Background: an optimization exercise with open tools, aiming at small area and a short achievable clock period. Do not read the settings as production practice. At most, simulation tests tie the RTL to the original design; equivalence was not proved. Power figures rest on the tool's default switching activity, not on a simulated workload.

==> willow <==
Design cpu, start of the top module:
module cpu(CLK, RESET, EN_L, Iin, Din, PC, NextPC, DataA, DataB, DataC, DataD, MW);
Settings: LEC_CHECK=0, CAP_MARGIN=20, CORE_MARGIN=2, CORE_UTILIZATION=60, CTS_BUF_LIST=sky130_fd_sc_hd__clkbuf_8, SETUP_SLACK_MARGIN=4.0, SLEW_MARGIN=20, SYNTH_HIERARCHICAL=1; clock period 11.5 ns.
standard.sh (not shown) runs the stock make flow with config.mk's settings and CLKGATE_MAP_FILE= SYNTH_SCRIPT=/design/flow/synth_recipe.tcl, a recipe that flattens the netlist after the stock synthesis.
==> flow/flow/run.sh <==
#!/bin/bash
# The standard layout (the standard.sh), with the input and output ports buffered by
# sky130_fd_sc_hd__buf_2 instead of the cell buffer_ports picks by default.
set -euo pipefail
export BUFFER_PORTS_ARGS="-buffer_cell sky130_fd_sc_hd__buf_2"
bash standard.sh > flow_make.log 2>&1
==> delta: changes against willow <==
--- a/flow/design.v
+++ b/flow/design.v
@@ -573,28 +573,27 @@
   output [7:0]  DataD;
   output        MW;
   reg  [7:1] pc_q;
   reg        EN_LPrev;
   reg  [7:0] r0, r1, r2, r3, r4, r5, r6, r7;
-  wire useA, zB, doSub, doAdd, selC, isLB, isLBc, isBr, isHALT, LD;
-  wire doAnd, doOr, doRsh, doSra, doSll;
+  wire useA, useB, doSub, doAdd, selC, isLB, isLBc, isBr, isHALT, LD;
+  wire ndoAnd, ndoOr, doRsh, doSra, doSll;
   wire [2:0] DR;
   wire [7:0] k;
-  cpu_ctrl ctrl (.I(Iin), .RESET(RESET), .isLBc(isLBc), .useA(useA), .zB(zB), .doSub(doSub), .doAdd(doAdd), .selC(selC),
-                 .doAnd(doAnd), .doOr(doOr), .doRsh(doRsh), .doSra(doSra), .doSll(doSll),
+  cpu_ctrl ctrl (.I(Iin), .RESET(RESET), .isLBc(isLBc), .useA(useA), .useB(useB), .doSub(doSub), .doAdd(doAdd), .selC(selC),
+                 .ndoAnd(ndoAnd), .ndoOr(ndoOr), .doRsh(doRsh), .doSra(doSra), .doSll(doSll),
                  .isLB(isLB), .isSB(MW), .isBr(isBr), .isHALT(isHALT), .LD(LD),
                  .DR(DR), .k(k));
-  wire [7:0] sa, sb, a, b, bm;
+  wire [7:0] sa, sb, a, b;
   cpu_dec3 dec_a (.s(Iin[11:9]), .y(sa));
   cpu_dec3 dec_b (.s(Iin[8:6]), .y(sb));
   genvar i;
   generate
     for (i = 0; i < 8; i = i + 1) begin : rd
       wire [7:0] ri = {r7[i], r6[i], r5[i], r4[i], r3[i], r2[i], r1[i], r0[i]};
       cpu_rd8  pa (.s(sa), .r(ri), .y(a[i]));
       cpu_rd8  pb (.s(sb), .r(ri), .y(b[i]));
-      g_and2b  mb (.a_n(zB), .b(b[i]), .y(bm[i]));
     end
   endgenerate
   assign DataB = b;
   wire nuseA;
   g_inv iua (.a(useA), .y(nuseA));
@@ -605,43 +604,50 @@
       g_nand2 n0 (.a(nuseA), .b(r0[i]), .y(m0));
       g_nand2 n2 (.a(m1), .b(m0), .y(DataA[i]));
     end
   endgenerate
   wire [7:0] sum, ang, ant;
-  cpu_add8 add (.a(a), .bm(bm), .k(k), .ci(doSub), .s(sum), .ng(ang), .nt(ant));
+  wire [7:0] ap;
+  cpu_add8 add (.a(a), .b(b), .useB(useB), .k(k), .ci(doSub), .s(sum), .ng(ang), .nt(ant), .p(ap));
   wire [7:0] nother, notherC;
   generate
     for (i = 0; i < 8; i = i + 1) begin : oth
       cpu_oth1 o (.ng(ang[i]), .nt(ant[i]), .al(i > 0 ? DataA[i-1] : 1'b0),
                   .ar(i < 7 ? DataA[i+1] : DataA[7]), .din(Din[i]),
-                  .isLB(isLBc), .doAnd(doAnd), .doOr(doOr),
+                  .isLB(isLBc), .ndoAnd(ndoAnd), .ndoOr(ndoOr),
                   .doRsh(i < 7 ? doRsh : doSra), .doSll(doSll),
                   .nD(nother[i]), .nC(notherC[i]));
     end
   endgenerate
+  wire [7:0] wdat;
   generate
     for (i = 0; i < 8; i = i + 1) begin : res
       wire sd, sc;
       g_nand2 d0 (.a(sum[i]), .b(doAdd), .y(sd));
       g_nand2 d1 (.a(sd), .b(nother[i]), .y(DataD[i]));
       g_nand2 c0 (.a(sum[i]), .b(selC), .y(sc));
       g_nand2 c1 (.a(sc), .b(notherC[i]), .y(DataC[i]));
+      g_nand2 w1 (.a(sc), .b(notherC[i]), .y(wdat[i]));
     end
   endgenerate
   wire halt = isHALT & ~EN_L & EN_LPrev;
   wire taken, ntaken;
   wire [7:1] pc_inc, pc_br, npc;
-  wire [7:0] eqb;
   wire eq0, eq1;
-  generate
-    for (i = 0; i < 8; i = i + 1) begin : cmp
-      g_xnor2 x (.a(a[i]), .b(b[i]), .y(eqb[i]));
-    end
-  endgenerate
-  g_nand4 e0 (.a(eqb[0]), .b(eqb[1]), .c(eqb[2]), .d(eqb[3]), .y(eq0));
-  g_nand4 e1 (.a(eqb[4]), .b(eqb[5]), .c(eqb[6]), .d(eqb[7]), .y(eq1));
-  cpu_taken tk (.neq0(eq0), .neq1(eq1), .a7(a[7]), .op(Iin[13:12]), .isBr(isBr), .RESET(RESET), .taken(taken), .ntaken(ntaken));
+  g_nand4 e0 (.a(ap[0]), .b(ap[1]), .c(ap[2]), .d(ap[3]), .y(eq0));
+  g_nand4 e1 (.a(ap[4]), .b(ap[5]), .c(ap[6]), .d(ap[7]), .y(eq1));
+  wire tx, ty, ntx, nty, eq, neq, m0, m1, m2, m3;
+  cpu_taken tk (.a7(a[7]), .op(Iin[13:12]), .isBr(isBr), .RESET(RESET), .tx(tx), .ty(ty),
+                .ntx(ntx), .nty(nty));
+  g_nor2  te (.a(eq0), .b(eq1), .y(eq));
+  g_or2   tn (.a(eq0), .b(eq1), .y(neq));
+  g_nand2 t0 (.a(eq), .b(tx), .y(m0));
+  g_nand2 t1 (.a(neq), .b(ty), .y(m1));
+  g_nand2 t2 (.a(m0), .b(m1), .y(taken));
+  g_nand2 t3 (.a(eq), .b(ntx), .y(m2));
+  g_nand2 t4 (.a(neq), .b(nty), .y(m3));
+  g_nand2 t5 (.a(m2), .b(m3), .y(ntaken));
   cpu_pcinc pi (.pc(pc_q), .halt(halt), .inc(pc_inc));
   cpu_pcbr  pb (.pc(pc_q), .off(Iin[5:0]), .br(pc_br));
   generate
     for (i = 1; i < 8; i = i + 1) begin : ps
       wire m1, m0;
@@ -654,26 +660,26 @@
   assign PC = {pc_q, 1'b0};
   wire [7:0] we = {8{RESET}} | ({8{LD}} & (8'd1 << DR));
   always @(posedge CLK) begin
     EN_LPrev <= EN_L;
     pc_q <= npc;                   
-    if (we[0]) r0 <= DataC;
-    if (we[1]) r1 <= DataC;
-    if (we[2]) r2 <= DataC;
-    if (we[3]) r3 <= DataC;
-    if (we[4]) r4 <= DataC;
-    if (we[5]) r5 <= DataC;
-    if (we[6]) r6 <= DataC;
-    if (we[7]) r7 <= DataC;
+    if (we[0]) r0 <= wdat;
+    if (we[1]) r1 <= wdat;
+    if (we[2]) r2 <= wdat;
+    if (we[3]) r3 <= wdat;
+    if (we[4]) r4 <= wdat;
+    if (we[5]) r5 <= wdat;
+    if (we[6]) r6 <= wdat;
+    if (we[7]) r7 <= wdat;
   end
 endmodule
-module cpu_ctrl(I, RESET, isLBc, useA, zB, doSub, doAdd, selC, doAnd, doOr, doRsh, doSra, doSll,
+module cpu_ctrl(I, RESET, isLBc, useA, useB, doSub, doAdd, selC, ndoAnd, ndoOr, doRsh, doSra, doSll,
                 isLB, isSB, isBr, isHALT, LD, DR, k);
   input  [15:0] I;
   input  RESET;
   output isLBc;
-  output useA, zB, doSub, doAdd, selC, doAnd, doOr, doRsh, doSra, doSll;
+  output useA, useB, doSub, doAdd, selC, ndoAnd, ndoOr, doRsh, doSra, doSll;
   output isLB, isSB, isBr, isHALT, LD;
   output [2:0] DR;
   output [7:0] k;
   wire [3:0] op = I[15:12];
   wire [2:0] fn = I[2:0];
@@ -688,16 +694,16 @@
   assign doSub  = (op[3:1] == 3'b100) | ((op == 4'b1111) & (fn == 3'b001));   
   assign doAdd  = isLB | isSB | (op == 4'b0101) | (isR & fn[2:1] == 2'b00) | isBr;
   wire run = ~RESET;
   assign selC   = doAdd & ~isLB & run;
   assign isLBc  = isLB & run;
-  assign doAnd  = (isR ? (fn == 3'b101) : (op == 4'b0110)) & run;
-  assign doOr   = (isR ? (fn == 3'b110) : (op == 4'b0111)) & run;
+  assign ndoAnd = ~((isR ? (fn == 3'b101) : (op == 4'b0110)) & run);
+  assign ndoOr  = ~((isR ? (fn == 3'b110) : (op == 4'b0111)) & run);
   assign doSra  = isR & (fn == 3'b010) & run;
   assign doRsh  = isR & (fn[2:1] == 2'b01) & run;           
   assign doSll  = ((isR & (fn == 3'b100)) | ~useA) & run;   
-  assign zB     = useImm | (isBr & op[1]);
+  assign useB   = ~(useImm | (isBr & op[1]));
   assign LD = isR | isLB | isIALU;
   assign DR = isR ? I[5:3] : I[8:6];
   assign k = ({8{useImm}} & {{2{I[5]}}, I[5:0]}) | {8{doSub}};
 endmodule
 module cpu_dec3(s, y);
@@ -708,38 +714,39 @@
 module cpu_rd8(s, r, y);
   input  [7:0] s, r;
   output y;
   assign y = |(s & r);
 endmodule
-module cpu_oth1(ng, nt, al, ar, din, isLB, doAnd, doOr, doRsh, doSll, nD, nC);
+module cpu_oth1(ng, nt, al, ar, din, isLB, ndoAnd, ndoOr, doRsh, doSll, nD, nC);
   input  ng, nt, al, ar, din;
-  input  isLB, doAnd, doOr, doRsh, doSll;
+  input  isLB, ndoAnd, ndoOr, doRsh, doSll;
   output nD, nC;
-  wire o = (doAnd & ~ng) | (doOr & ~nt) | (doRsh & ar) | (doSll & al);
-  assign nD = ~o;
-  assign nC = ~o & ~(isLB & din);
-endmodule
-module cpu_add8(a, bm, k, ci, s, ng, nt);
-  input  [7:0] a, bm, k;
-  input  ci;
-  output [7:0] s, ng, nt;
-  wire [7:0] b;
+  wire no = (ng | ndoAnd) & (nt | ndoOr) & ~((doRsh & ar) | (doSll & al));
+  assign nD = no;
+  assign nC = no & ~(isLB & din);
+endmodule
+module cpu_add8(a, b, useB, k, ci, s, ng, nt, p);
+  input  [7:0] a, b, k;
+  input  useB, ci;
+  output [7:0] s, ng, nt, p;
+  wire [7:0] bx;
   genvar j;
   generate
     for (j = 0; j < 8; j = j + 1) begin : ox
-      g_xor2 x (.a(bm[j]), .b(k[j]), .y(b[j]));
+      wire nbm;
+      g_nand2 m (.a(b[j]), .b(useB), .y(nbm));
+      g_xnor2 x (.a(nbm), .b(k[j]), .y(bx[j]));
     end
   endgenerate
-  wire [7:0] p;
   genvar i;
   generate
     for (i = 0; i < 8; i = i + 1) begin : l0
-      g_nand2 gg (.a(a[i]), .b(b[i]), .y(ng[i]));
-      g_nor2  gt (.a(a[i]), .b(b[i]), .y(nt[i]));
+      g_nand2 gg (.a(a[i]), .b(bx[i]), .y(ng[i]));
+      g_nor2  gt (.a(a[i]), .b(bx[i]), .y(nt[i]));
     end
     for (i = 0; i < 8; i = i + 1) begin : lp
-      g_xor2  gp (.a(a[i]), .b(b[i]), .y(p[i]));
+      g_xor2  gp (.a(a[i]), .b(bx[i]), .y(p[i]));
     end
   endgenerate
   wire nci;
   g_inv  i_ci (.a(ci), .y(nci));
   wire c1, G21, T21, G43, T43, G65, T65;
@@ -777,19 +784,21 @@
   g_xor2  s4 (.a(p[4]), .b(c4), .y(s[4]));
   g_xor2  s5 (.a(p[5]), .b(c5), .y(s[5]));
   g_xor2  s6 (.a(p[6]), .b(c6), .y(s[6]));
   g_xor2  s7 (.a(p[7]), .b(c7), .y(s[7]));
 endmodule
-module cpu_taken(neq0, neq1, a7, op, isBr, RESET, taken, ntaken);
-  input  neq0, neq1, a7;
+module cpu_taken(a7, op, isBr, RESET, tx, ty, ntx, nty);
+  input  a7;
   input  [1:0] op;
   input  isBr, RESET;
-  output taken, ntaken;
-  wire eq = ~(neq0 | neq1);
-  wire t = isBr & (op[1] ? (a7 ^ ~op[0]) : (eq ^ op[0]));
-  assign taken = t & ~RESET;
-  assign ntaken = ~t & ~RESET;
+  output tx, ty, ntx, nty;
+  wire run = isBr & ~RESET;
+  wire sgn = a7 ^ ~op[0];                    
+  assign tx = run & (op[1] ? sgn : ~op[0]);   
+  assign ty = run & (op[1] ? sgn : op[0]);    
+  assign ntx = ~RESET & ~tx;
+  assign nty = ~RESET & ~ty;
 endmodule
 module cpu_pcinc(pc, halt, inc);
   input  [7:1] pc;
   input  halt;
   output [7:1] inc;
==> flow/flow/run.sh (replaced) <==
#!/bin/bash
# The standard layout (the standard.sh), with two changes: the input and output ports are
# buffered by sky130_fd_sc_hd__buf_2 instead of the cell buffer_ports picks by default, and
# clock tree synthesis inserts no dummy loads.
set -euo pipefail
export BUFFER_PORTS_ARGS="-buffer_cell sky130_fd_sc_hd__buf_2"
export CTS_ARGS="-sink_clustering_enable -repair_clock_nets -buf_list sky130_fd_sc_hd__clkbuf_8 -dont_use_dummy_load"
bash standard.sh > flow_make.log 2>&1
==> amber: changes against willow <==
--- a/flow/design.v
+++ b/flow/design.v
@@ -573,15 +573,15 @@
   output [7:0]  DataD;
   output        MW;
   reg  [7:1] pc_q;
   reg        EN_LPrev;
   reg  [7:0] r0, r1, r2, r3, r4, r5, r6, r7;
-  wire useA, zB, doSub, doAdd, selC, isLB, isLBc, isBr, isHALT, LD;
+  wire useA, zB, doSub, doAdd, selC, isLB, isBr, isHALT, LD;
   wire doAnd, doOr, doRsh, doSra, doSll;
   wire [2:0] DR;
   wire [7:0] k;
-  cpu_ctrl ctrl (.I(Iin), .RESET(RESET), .isLBc(isLBc), .useA(useA), .zB(zB), .doSub(doSub), .doAdd(doAdd), .selC(selC),
+  cpu_ctrl ctrl (.I(Iin), .useA(useA), .zB(zB), .doSub(doSub), .doAdd(doAdd), .selC(selC),
                  .doAnd(doAnd), .doOr(doOr), .doRsh(doRsh), .doSra(doSra), .doSll(doSll),
                  .isLB(isLB), .isSB(MW), .isBr(isBr), .isHALT(isHALT), .LD(LD),
                  .DR(DR), .k(k));
   wire [7:0] sa, sb, a, b, bm;
   cpu_dec3 dec_a (.s(Iin[11:9]), .y(sa));
@@ -609,13 +609,13 @@
   wire [7:0] sum, ang, ant;
   cpu_add8 add (.a(a), .bm(bm), .k(k), .ci(doSub), .s(sum), .ng(ang), .nt(ant));
   wire [7:0] nother, notherC;
   generate
     for (i = 0; i < 8; i = i + 1) begin : oth
-      cpu_oth1 o (.ng(ang[i]), .nt(ant[i]), .al(i > 0 ? DataA[i-1] : 1'b0),
-                  .ar(i < 7 ? DataA[i+1] : DataA[7]), .din(Din[i]),
-                  .isLB(isLBc), .doAnd(doAnd), .doOr(doOr),
+      cpu_oth1 o (.ng(ang[i]), .nt(ant[i]), .al(i > 0 ? a[i-1] : 1'b0),
+                  .ar(i < 7 ? a[i+1] : a[7]), .r0l(i > 0 ? r0[i-1] : 1'b0), .din(Din[i]),
+                  .nuseA(nuseA), .isLB(isLB), .doAnd(doAnd), .doOr(doOr),
                   .doRsh(i < 7 ? doRsh : doSra), .doSll(doSll),
                   .nD(nother[i]), .nC(notherC[i]));
     end
   endgenerate
   generate
@@ -637,11 +637,11 @@
       g_xnor2 x (.a(a[i]), .b(b[i]), .y(eqb[i]));
     end
   endgenerate
   g_nand4 e0 (.a(eqb[0]), .b(eqb[1]), .c(eqb[2]), .d(eqb[3]), .y(eq0));
   g_nand4 e1 (.a(eqb[4]), .b(eqb[5]), .c(eqb[6]), .d(eqb[7]), .y(eq1));
-  cpu_taken tk (.neq0(eq0), .neq1(eq1), .a7(a[7]), .op(Iin[13:12]), .isBr(isBr), .RESET(RESET), .taken(taken), .ntaken(ntaken));
+  cpu_taken tk (.neq0(eq0), .neq1(eq1), .a7(a[7]), .op(Iin[13:12]), .isBr(isBr), .taken(taken), .ntaken(ntaken));
   cpu_pcinc pi (.pc(pc_q), .halt(halt), .inc(pc_inc));
   cpu_pcbr  pb (.pc(pc_q), .off(Iin[5:0]), .br(pc_br));
   generate
     for (i = 1; i < 8; i = i + 1) begin : ps
       wire m1, m0;
@@ -650,29 +650,29 @@
       g_nand2 n2 (.a(m1), .b(m0), .y(npc[i]));
     end
   endgenerate
   assign NextPC = {npc, 1'b0};
   assign PC = {pc_q, 1'b0};
+  wire [7:0] wd = RESET ? 8'd0 : DataC;
   wire [7:0] we = {8{RESET}} | ({8{LD}} & (8'd1 << DR));
   always @(posedge CLK) begin
     EN_LPrev <= EN_L;
-    pc_q <= npc;                   
-    if (we[0]) r0 <= DataC;
-    if (we[1]) r1 <= DataC;
-    if (we[2]) r2 <= DataC;
-    if (we[3]) r3 <= DataC;
-    if (we[4]) r4 <= DataC;
-    if (we[5]) r5 <= DataC;
-    if (we[6]) r6 <= DataC;
-    if (we[7]) r7 <= DataC;
+    if (RESET) pc_q <= 7'd0;
+    else       pc_q <= npc;
+    if (we[0]) r0 <= wd;
+    if (we[1]) r1 <= wd;
+    if (we[2]) r2 <= wd;
+    if (we[3]) r3 <= wd;
+    if (we[4]) r4 <= wd;
+    if (we[5]) r5 <= wd;
+    if (we[6]) r6 <= wd;
+    if (we[7]) r7 <= wd;
   end
 endmodule
-module cpu_ctrl(I, RESET, isLBc, useA, zB, doSub, doAdd, selC, doAnd, doOr, doRsh, doSra, doSll,
+module cpu_ctrl(I, useA, zB, doSub, doAdd, selC, doAnd, doOr, doRsh, doSra, doSll,
                 isLB, isSB, isBr, isHALT, LD, DR, k);
   input  [15:0] I;
-  input  RESET;
-  output isLBc;
   output useA, zB, doSub, doAdd, selC, doAnd, doOr, doRsh, doSra, doSll;
   output isLB, isSB, isBr, isHALT, LD;
   output [2:0] DR;
   output [7:0] k;
   wire [3:0] op = I[15:12];
@@ -685,18 +685,16 @@
   assign isHALT = (op == 4'b0000) & (fn == 3'b001);
   assign useA   = isR | isLB | isSB | isIALU | isBr;        
   wire useImm   = ~op[3];                                   
   assign doSub  = (op[3:1] == 3'b100) | ((op == 4'b1111) & (fn == 3'b001));   
   assign doAdd  = isLB | isSB | (op == 4'b0101) | (isR & fn[2:1] == 2'b00) | isBr;
-  wire run = ~RESET;
-  assign selC   = doAdd & ~isLB & run;
-  assign isLBc  = isLB & run;
-  assign doAnd  = (isR ? (fn == 3'b101) : (op == 4'b0110)) & run;
-  assign doOr   = (isR ? (fn == 3'b110) : (op == 4'b0111)) & run;
-  assign doSra  = isR & (fn == 3'b010) & run;
-  assign doRsh  = isR & (fn[2:1] == 2'b01) & run;           
-  assign doSll  = ((isR & (fn == 3'b100)) | ~useA) & run;   
+  assign selC   = doAdd & ~isLB;
+  assign doAnd  = isR ? (fn == 3'b101) : (op == 4'b0110);
+  assign doOr   = isR ? (fn == 3'b110) : (op == 4'b0111);
+  assign doSra  = isR & (fn == 3'b010);
+  assign doRsh  = isR & (fn[2:1] == 2'b01);                 
+  assign doSll  = isR & (fn == 3'b100);
   assign zB     = useImm | (isBr & op[1]);
   assign LD = isR | isLB | isIALU;
   assign DR = isR ? I[5:3] : I[8:6];
   assign k = ({8{useImm}} & {{2{I[5]}}, I[5:0]}) | {8{doSub}};
 endmodule
@@ -708,15 +706,15 @@
 module cpu_rd8(s, r, y);
   input  [7:0] s, r;
   output y;
   assign y = |(s & r);
 endmodule
-module cpu_oth1(ng, nt, al, ar, din, isLB, doAnd, doOr, doRsh, doSll, nD, nC);
-  input  ng, nt, al, ar, din;
-  input  isLB, doAnd, doOr, doRsh, doSll;
+module cpu_oth1(ng, nt, al, ar, r0l, din, nuseA, isLB, doAnd, doOr, doRsh, doSll, nD, nC);
+  input  ng, nt, al, ar, r0l, din;
+  input  nuseA, isLB, doAnd, doOr, doRsh, doSll;
   output nD, nC;
-  wire o = (doAnd & ~ng) | (doOr & ~nt) | (doRsh & ar) | (doSll & al);
+  wire o = (doAnd & ~ng) | (doOr & ~nt) | (doRsh & ar) | (doSll & al) | (nuseA & r0l);
   assign nD = ~o;
   assign nC = ~o & ~(isLB & din);
 endmodule
 module cpu_add8(a, bm, k, ci, s, ng, nt);
   input  [7:0] a, bm, k;
@@ -777,19 +775,18 @@
   g_xor2  s4 (.a(p[4]), .b(c4), .y(s[4]));
   g_xor2  s5 (.a(p[5]), .b(c5), .y(s[5]));
   g_xor2  s6 (.a(p[6]), .b(c6), .y(s[6]));
   g_xor2  s7 (.a(p[7]), .b(c7), .y(s[7]));
 endmodule
-module cpu_taken(neq0, neq1, a7, op, isBr, RESET, taken, ntaken);
+module cpu_taken(neq0, neq1, a7, op, isBr, taken, ntaken);
   input  neq0, neq1, a7;
   input  [1:0] op;
-  input  isBr, RESET;
+  input  isBr;
   output taken, ntaken;
   wire eq = ~(neq0 | neq1);
-  wire t = isBr & (op[1] ? (a7 ^ ~op[0]) : (eq ^ op[0]));
-  assign taken = t & ~RESET;
-  assign ntaken = ~t & ~RESET;
+  assign taken = isBr & (op[1] ? (a7 ^ ~op[0]) : (eq ^ op[0]));
+  assign ntaken = ~taken;
 endmodule
 module cpu_pcinc(pc, halt, inc);
   input  [7:1] pc;
   input  halt;
   output [7:1] inc;
==> notes <==
Against willow, the clock skew of delta is higher by 0.0048 ns.
Against willow, the sequential power of amber is lower by about 5%.
Routed wire length: amber < delta < willow.
Against willow, the critical path depth of amber is lower by 1.
The lowest first-iteration DRC count belongs to amber, the highest to willow.
Fmax, lowest first: willow, delta, amber.
No functional check of the RTL was part of willow and amber.

==> separate check: timing with driven ports <==
The results above use ideal ports. As a check the final layouts listed here were re-extracted and re-timed, cells and wires unchanged.
Step 1 (the two cells are an assumption about what drives the block):
set clk [get_ports {CLK}]
set_driving_cell -lib_cell sky130_fd_sc_hd__clkbuf_16 $clk
set_driving_cell -lib_cell sky130_fd_sc_hd__buf_2 [delete_from_list [all_inputs] $clk]
Step 2 also shifts input and output timing later by t, the mid clock arrival at the registers, as if the neighbouring blocks saw the same clock.
Slacks: ideal ports / drivers / drivers and shift; pairs: ideal ports / drivers.
run	shift t [ns]	setup slack, ns	worst setup path after step 2	worst data-port slew with drivers (ns)	cell pins on the clock port's net
willow	0.372	4.119 / 4.099 / 4.099	input to output	0.03	1
delta	0.378	4.136 / 4.113 / 4.113	input to output	0.04	1
amber	0.374	4.136 / 4.107 / 4.107	input to output	0.03	1
After both steps every run listed still meets setup and hold. For amber, which loses most, drivers alone change the setup slack by -0.029 ns; drivers and shift together by -0.029 ns.
